Background: an optimization exercise with open tools, aiming at small area. Do not read the settings as production practice.
Function was checked by simulation only, so behaviour that the tests miss may differ from the original.
The clock port is modelled as an ideal driver; clocking choices that lean on that would not hold on a real chip.
Power figures rest on the tool's default switching activity, not on a simulated workload.

run M:
Design pb170proj, start of the top module:
module pb170proj (
		CLK, KEY, SW, LEDG, LEDR, HEX4, HEX5, HEX6, HEX7
	);
Settings: LEC_CHECK=0, ABC_AREA=1, CAP_MARGIN=20, CORE_MARGIN=2, CORE_UTILIZATION=70, PLACE_DENSITY=0.72, SLEW_MARGIN=20; clock period 10.0 ns.
standard.sh (not shown) runs the stock make flow with config.mk's settings and CLKGATE_MAP_FILE= SYNTH_SCRIPT=/design/flow/synth_recipe.tcl, a recipe that flattens the netlist after the stock synthesis.
==> flow/flow/run.sh <==
#!/bin/bash
# The standard layout (standard.sh), with these changes:
#  - synthesis maps the logic with area-oriented ABC scripts and keeps the
#    smallest result (flow/synth.tcl wraps synth_recipe.tcl; registers are
#    mapped before ABC runs, so they are the standard synthesis's), and
#    adders are left to ABC instead of being mapped to adder cells first;
#  - the port buffers are the smallest buffer, buf_1;
#  - the constant outputs share one tie cell;
#  - CTS builds the clock tree from clkbuf_4, without dummy loads; then
#    flow/clkfix.tcl (after CTS) swaps each clock buffer that drives other
#    clock buffers, or whose loads see a slew over 80 ps, for clkbuf_8.
# Every tool's log is under orfs/logs/; make's own output is in standard.log.
set -euo pipefail
here=$(pwd)
sed -E "s#SYNTH_SCRIPT=[^ ]*synth_recipe\.tcl#SYNTH_SCRIPT=$here/flow/synth.tcl#" standard.sh > own_standard.sh
grep -q "SYNTH_SCRIPT=$here/flow/synth.tcl" own_standard.sh
export ADDER_MAP_FILE=
export SKIP_REPAIR_TIE_FANOUT=1
export BUFFER_PORTS_ARGS="-buffer_cell sky130_fd_sc_hd__buf_1"
export CTS_ARGS="-sink_clustering_enable -repair_clock_nets -dont_use_dummy_load -buf_list sky130_fd_sc_hd__clkbuf_4"
export POST_CTS_TCL=$here/flow/clkfix.tcl
export OWN_CLK_BIG_BUF=sky130_fd_sc_hd__clkbuf_8
export OWN_CLK_SLEW_NS=0.08
bash own_standard.sh > standard.log 2>&1
==> flow/flow/clkfix.tcl <==
# ORFS POST_CTS hook: CTS builds the clock tree from the small clock buffer
# (CTS_ARGS); here each clock buffer whose loads see a slew above
# OWN_CLK_SLEW_NS (or that drives other clock buffers) is swapped for the
# larger OWN_CLK_BIG_BUF, and the design is legalized again.
estimate_parasitics -placement
set_propagated_clock [all_clocks]
proc own_worst_slew { pins } {
  set w 0
  foreach p $pins {
    sta::redirect_string_begin
    report_slews $p
    set r [sta::redirect_string_end]
    if { [regexp {\^ ([0-9.]+):([0-9.]+) v ([0-9.]+):([0-9.]+)} $r -> a b c d] } {
      foreach x [list $a $b $c $d] { if { $x > $w } { set w $x } }
    }
  }
  return $w
}
set big [get_lib_cells $::env(OWN_CLK_BIG_BUF)]
set changed 1
set round 0
while { $changed && $round < 4 } {
  set changed 0
  incr round
  foreach inst [get_cells -hierarchical *] {
    set m [get_property $inst ref_name]
    if { ![string match "sky130_fd_sc_hd__clkbuf_*" $m] || $m == $::env(OWN_CLK_BIG_BUF) } { continue }
    set out [get_pins -of_objects $inst -filter "direction == output"]
    set loads [get_pins -of_objects [get_nets -of_objects $out] -filter "direction == input"]
    set drives_buf 0
    foreach l $loads {
      set lm [get_property [get_cells -of_objects $l] ref_name]
      if { [string match "sky130_fd_sc_hd__clkbuf_*" $lm] } { set drives_buf 1 }
    }
    set w [own_worst_slew $loads]
    if { $drives_buf || $w > $::env(OWN_CLK_SLEW_NS) } {
      puts "own clock fix: [get_full_name $inst] ($m, load slew $w) -> $::env(OWN_CLK_BIG_BUF)"
      replace_cell $inst $big
      set changed 1
    }
  }
  estimate_parasitics -placement
}
detailed_placement
check_placement -verbose
estimate_parasitics -placement
Other scripts of this flow, unchanged in this note and not shown: flow/flow/abc_area1.script, flow/flow/abc_area2.script, flow/flow/abc_area3.script, flow/flow/abc_area4.script, flow/flow/abc_area5.script, flow/flow/abc_area6.script, flow/flow/synth.tcl
Run M finished end to end and its layout was clean on timing, DRC and antenna.
Modified inputs, run B compared to run M
--- a/flow/flow/run.sh
+++ b/flow/flow/run.sh
@@ -9,5 +9,5 @@
 #  - CTS builds the clock tree from clkbuf_4, without dummy loads; then
 #    flow/clkfix.tcl (after CTS) swaps each clock buffer that drives other
-#    clock buffers, or whose loads see a slew over 80 ps, for clkbuf_8.
+#    clock buffers, or whose loads see a slew over 95 ps, for clkbuf_8.
 # Every tool's log is under orfs/logs/; make's own output is in standard.log.
 set -euo pipefail
@@ -21,4 +21,4 @@
 export POST_CTS_TCL=$here/flow/clkfix.tcl
 export OWN_CLK_BIG_BUF=sky130_fd_sc_hd__clkbuf_8
-export OWN_CLK_SLEW_NS=0.08
+export OWN_CLK_SLEW_NS=0.095
 bash own_standard.sh > standard.log 2>&1
==> flow/flow/abc_area7.script (new file) <==
strash
dc2
&get -n
&deepsyn -T 45 -S 7
&put
dch -f
amap
topo
==> flow/flow/abc_area8.script (new file) <==
strash
dc2
&get -n
&deepsyn -T 45 -S 8
&put
dch -f
amap
topo
--- outcome ---
- Proportion of cell area occupied by registers delta (run B -> run M): insignificant
- The cell area after layout of run B and that of run M are within noise of each other.
- The via count of the first global-routing pass was comparable across run B and run M.
- Summary of run B over run M: flip-flop and latch count was more or less identical; switching share of total power was more or less identical.

========
pb170proj, a different RTL version from the one above (not shown whole).
For scale: roughly 790 cells after synthesis, ~68 I/O pins.
Settings: LEC_CHECK=0, ABC_AREA=1, CAP_MARGIN=20, CORE_MARGIN=2, CORE_UTILIZATION=80, PLACE_DENSITY=0.9, SLEW_MARGIN=20; clock period 10.0 ns.
==> flow/flow/run.sh <==
#!/bin/bash
set -euo pipefail
export BUFFER_PORTS_ARGS="-buffer_cell sky130_fd_sc_hd__buf_1"
export CTS_ARGS="-sink_clustering_enable -repair_clock_nets -dont_use_dummy_load -buf_list sky130_fd_sc_hd__clkbuf_16 -sink_clustering_size 90 -sink_clustering_max_diameter 500"
export SKIP_REPAIR_TIE_FANOUT=1
bash standard.sh > standard.log 2>&1
The baseline passed the timing, design-rule and antenna checks.
Rerun with:
==> flow/flow/run.sh (replaced) <==
#!/bin/bash
set -euo pipefail
export BUFFER_PORTS_ARGS="-buffer_cell sky130_fd_sc_hd__buf_1"
export CTS_ARGS="-sink_clustering_enable -repair_clock_nets -dont_use_dummy_load -buf_list sky130_fd_sc_hd__clkbuf_8 -sink_clustering_size 30 -sink_clustering_max_diameter 200"
bash standard.sh > standard.log 2>&1
Settings changed: CORE_UTILIZATION 80 to 70, PLACE_DENSITY 0.9 to 0.8.
What happened: The new run finished with timing, DRC and antenna clean. Worst hold slack is worse by 0.0073 ns. Via count is lower by 12%. Worst setup slack is better by 0.13 ns. Cell count is higher by 3.9%. Final area is lower by 0.39%. Combinational power is lower by 8.8%. Sequential share of layout area is higher by 0.15 points.
Rerun with:
==> flow/run.sh (new file) <==
#!/bin/bash
# synth_recipe.tcl (not shown) runs the flow's synth.tcl, then flattens the netlist and writes it again
# the make line also repeats each setting of config.mk as NAME=value (left out here)
make -C /OpenROAD-flow-scripts/flow DESIGN_CONFIG=/design/flow/config.mk WORK_HOME=/design/flow/orfs CLKGATE_MAP_FILE= SYNTH_SCRIPT=/design/flow/synth_recipe.tcl finish
Settings changed: CORE_UTILIZATION 70 to 40, PLACE_DENSITY 0.8 to default.
removed: flow/flow/run.sh
removed: flow/standard.sh
Effect: The changed run ran to the end with no violations; via count rises by 0.56%; power goes up by about 20%; clock-buffer cell count climbs by 1; first-iteration DRC count is lower by about 9%; final cell count came out higher by about 9%; final area grows by about 10%; fmax falls by 9.0%; global-route usage shrinks by 10 points; wire length grows by 14%; setup slack gets worse by 0.41 ns.

========
Setup of the baseline:
Another version of the RTL of pb170proj (not shown whole).
Size in the first run: ~470 cells after synthesis, ~70 flip-flops, ~68 I/O pins.
## pb170proj
module pb170proj (
		CLK, KEY, SW, LEDG, LEDR, HEX4, HEX5, HEX6, HEX7
	);
clock: 10.0 ns
lec_check: 0
abc_area: 1
cap_margin: 20
core_margin: 2
core_utilization: 70
place_density: 0.72
slew_margin: 20
==> flow/flow/run.sh <==
#!/bin/bash
# The standard layout (standard.sh), with these changes:
#  - synthesis maps the logic with area-oriented ABC scripts and keeps the
#    smallest result (flow/synth.tcl wraps synth_recipe.tcl; registers are
#    mapped before ABC runs, so they are the standard synthesis's), and
#    adders are left to ABC instead of being mapped to adder cells first;
#  - the port buffers are the smallest buffer, buf_1;
#  - the constant outputs share one tie cell;
#  - CTS builds the clock tree from clkbuf_4, without dummy loads; then
#    flow/clkfix.tcl (after CTS) swaps each clock buffer that drives other
#    clock buffers, or whose loads see a slew over 80 ps, for clkbuf_8.
# Every tool's log is under orfs/logs/; make's own output is in standard.log.
set -euo pipefail
here=$(pwd)
sed -E "s#SYNTH_SCRIPT=[^ ]*synth_recipe\.tcl#SYNTH_SCRIPT=$here/flow/synth.tcl#" standard.sh > own_standard.sh
grep -q "SYNTH_SCRIPT=$here/flow/synth.tcl" own_standard.sh
export ADDER_MAP_FILE=
export SKIP_REPAIR_TIE_FANOUT=1
export BUFFER_PORTS_ARGS="-buffer_cell sky130_fd_sc_hd__buf_1"
export CTS_ARGS="-sink_clustering_enable -repair_clock_nets -dont_use_dummy_load -buf_list sky130_fd_sc_hd__clkbuf_4"
export POST_CTS_TCL=$here/flow/clkfix.tcl
export OWN_CLK_BIG_BUF=sky130_fd_sc_hd__clkbuf_8
export OWN_CLK_SLEW_NS=0.08
bash own_standard.sh > standard.log 2>&1
Scripts as last shown in full above: flow/flow/clkfix.tcl
Other scripts of this flow, unchanged in this note and not shown: flow/flow/abc_area1.script, flow/flow/abc_area2.script, flow/flow/abc_area3.script, flow/flow/abc_area4.script, flow/flow/synth.tcl
The baseline | status: complete | timing, DRC, antenna: pass
## Diff of input files: the candidate against the baseline
diff --git a/flow/flow/run.sh b/flow/flow/run.sh
--- a/flow/flow/run.sh
+++ b/flow/flow/run.sh
@@ -8,5 +8,3 @@
 #  - the constant outputs share one tie cell;
-#  - CTS builds the clock tree from clkbuf_4, without dummy loads; then
-#    flow/clkfix.tcl (after CTS) swaps each clock buffer that drives other
-#    clock buffers, or whose loads see a slew over 80 ps, for clkbuf_8.
+#  - CTS uses clkbuf_8 and no dummy loads.
 # Every tool's log is under orfs/logs/; make's own output is in standard.log.
@@ -19,6 +17,3 @@
 export BUFFER_PORTS_ARGS="-buffer_cell sky130_fd_sc_hd__buf_1"
-export CTS_ARGS="-sink_clustering_enable -repair_clock_nets -dont_use_dummy_load -buf_list sky130_fd_sc_hd__clkbuf_4"
-export POST_CTS_TCL=$here/flow/clkfix.tcl
-export OWN_CLK_BIG_BUF=sky130_fd_sc_hd__clkbuf_8
-export OWN_CLK_SLEW_NS=0.08
+export CTS_ARGS="-sink_clustering_enable -repair_clock_nets -dont_use_dummy_load -buf_list sky130_fd_sc_hd__clkbuf_8 -sink_clustering_size 30 -sink_clustering_max_diameter 200"
 bash own_standard.sh > standard.log 2>&1
removed: flow/flow/clkfix.tcl
[summary]
Compared with the baseline, in the candidate post-detailed-routing wire length dropped about 0.37%; first-pass GRT wire length went down by 0.55%; hold slack down 0.0095 ns; routed metal-1 wirelength dropped 1.3%. Number of DRC markers in iteration 0 down about 22% in the candidate wrt the baseline. As far as post-placement cell count is concerned, the candidate and the baseline perform about the same. The candidate vs. the baseline: signed area change from the synthesized netlist to the final layout up 0.52 points, share of final layout cell area taken by non-clock buffers flat.

[re-timing with driven ports]
The flow's constraints put no driver on any port. The routed layouts listed below were extracted and timed again, unchanged, in two steps.
Step 1: set_driving_cell puts a clkbuf_16 on CLK and a buf_2 on each other input, an assumption about the parent block.
Step 2, shift: input delay + t, output delay - t, t = (earliest + latest rising clock arrival at the registers) / 2. This alone moves slack from input paths to output paths.
Slacks: no drivers / after step 1 / after step 2; pairs: no drivers / after step 1.
| run | t, ns | setup WS [ns] | worst setup path at the end | worst register clock-pin slew, ns | worst data-port slew with drivers (ns) |
|---|---|---|---|---|---|
| run M | 0.357 | 3.966 / 3.965 / 3.608 | input to register | 0.08 / 0.08 | 0.04 |
| run B | 0.354 | 3.930 / 3.929 / 3.575 | input to register | 0.09 / 0.09 | 0.04 |
| the first run of note 2 | 0.364 | 5.745 / 5.749 / 5.385 | input to register | 0.07 / 0.07 | 0.05 |
| the second run of note 2 | 0.372 | 5.879 / 5.890 / 5.518 | input to register | 0.09 / 0.09 | 0.03 |
| the third run of note 2 | 0.379 | 5.470 / 5.480 / 5.102 | input to register | 0.06 / 0.06 | 0.04 |
| the baseline | 0.363 | 3.057 / 3.054 / 2.691 | input to register | 0.08 / 0.08 | 0.03 |
| the candidate | 0.370 | 3.070 / 3.071 / 2.701 | input to register | 0.07 / 0.07 | 0.03 |
After both steps every run listed still meets setup and hold. The setup slack of the candidate, which loses most, moves by +0.001 ns with the drivers and by -0.369 ns with both steps.
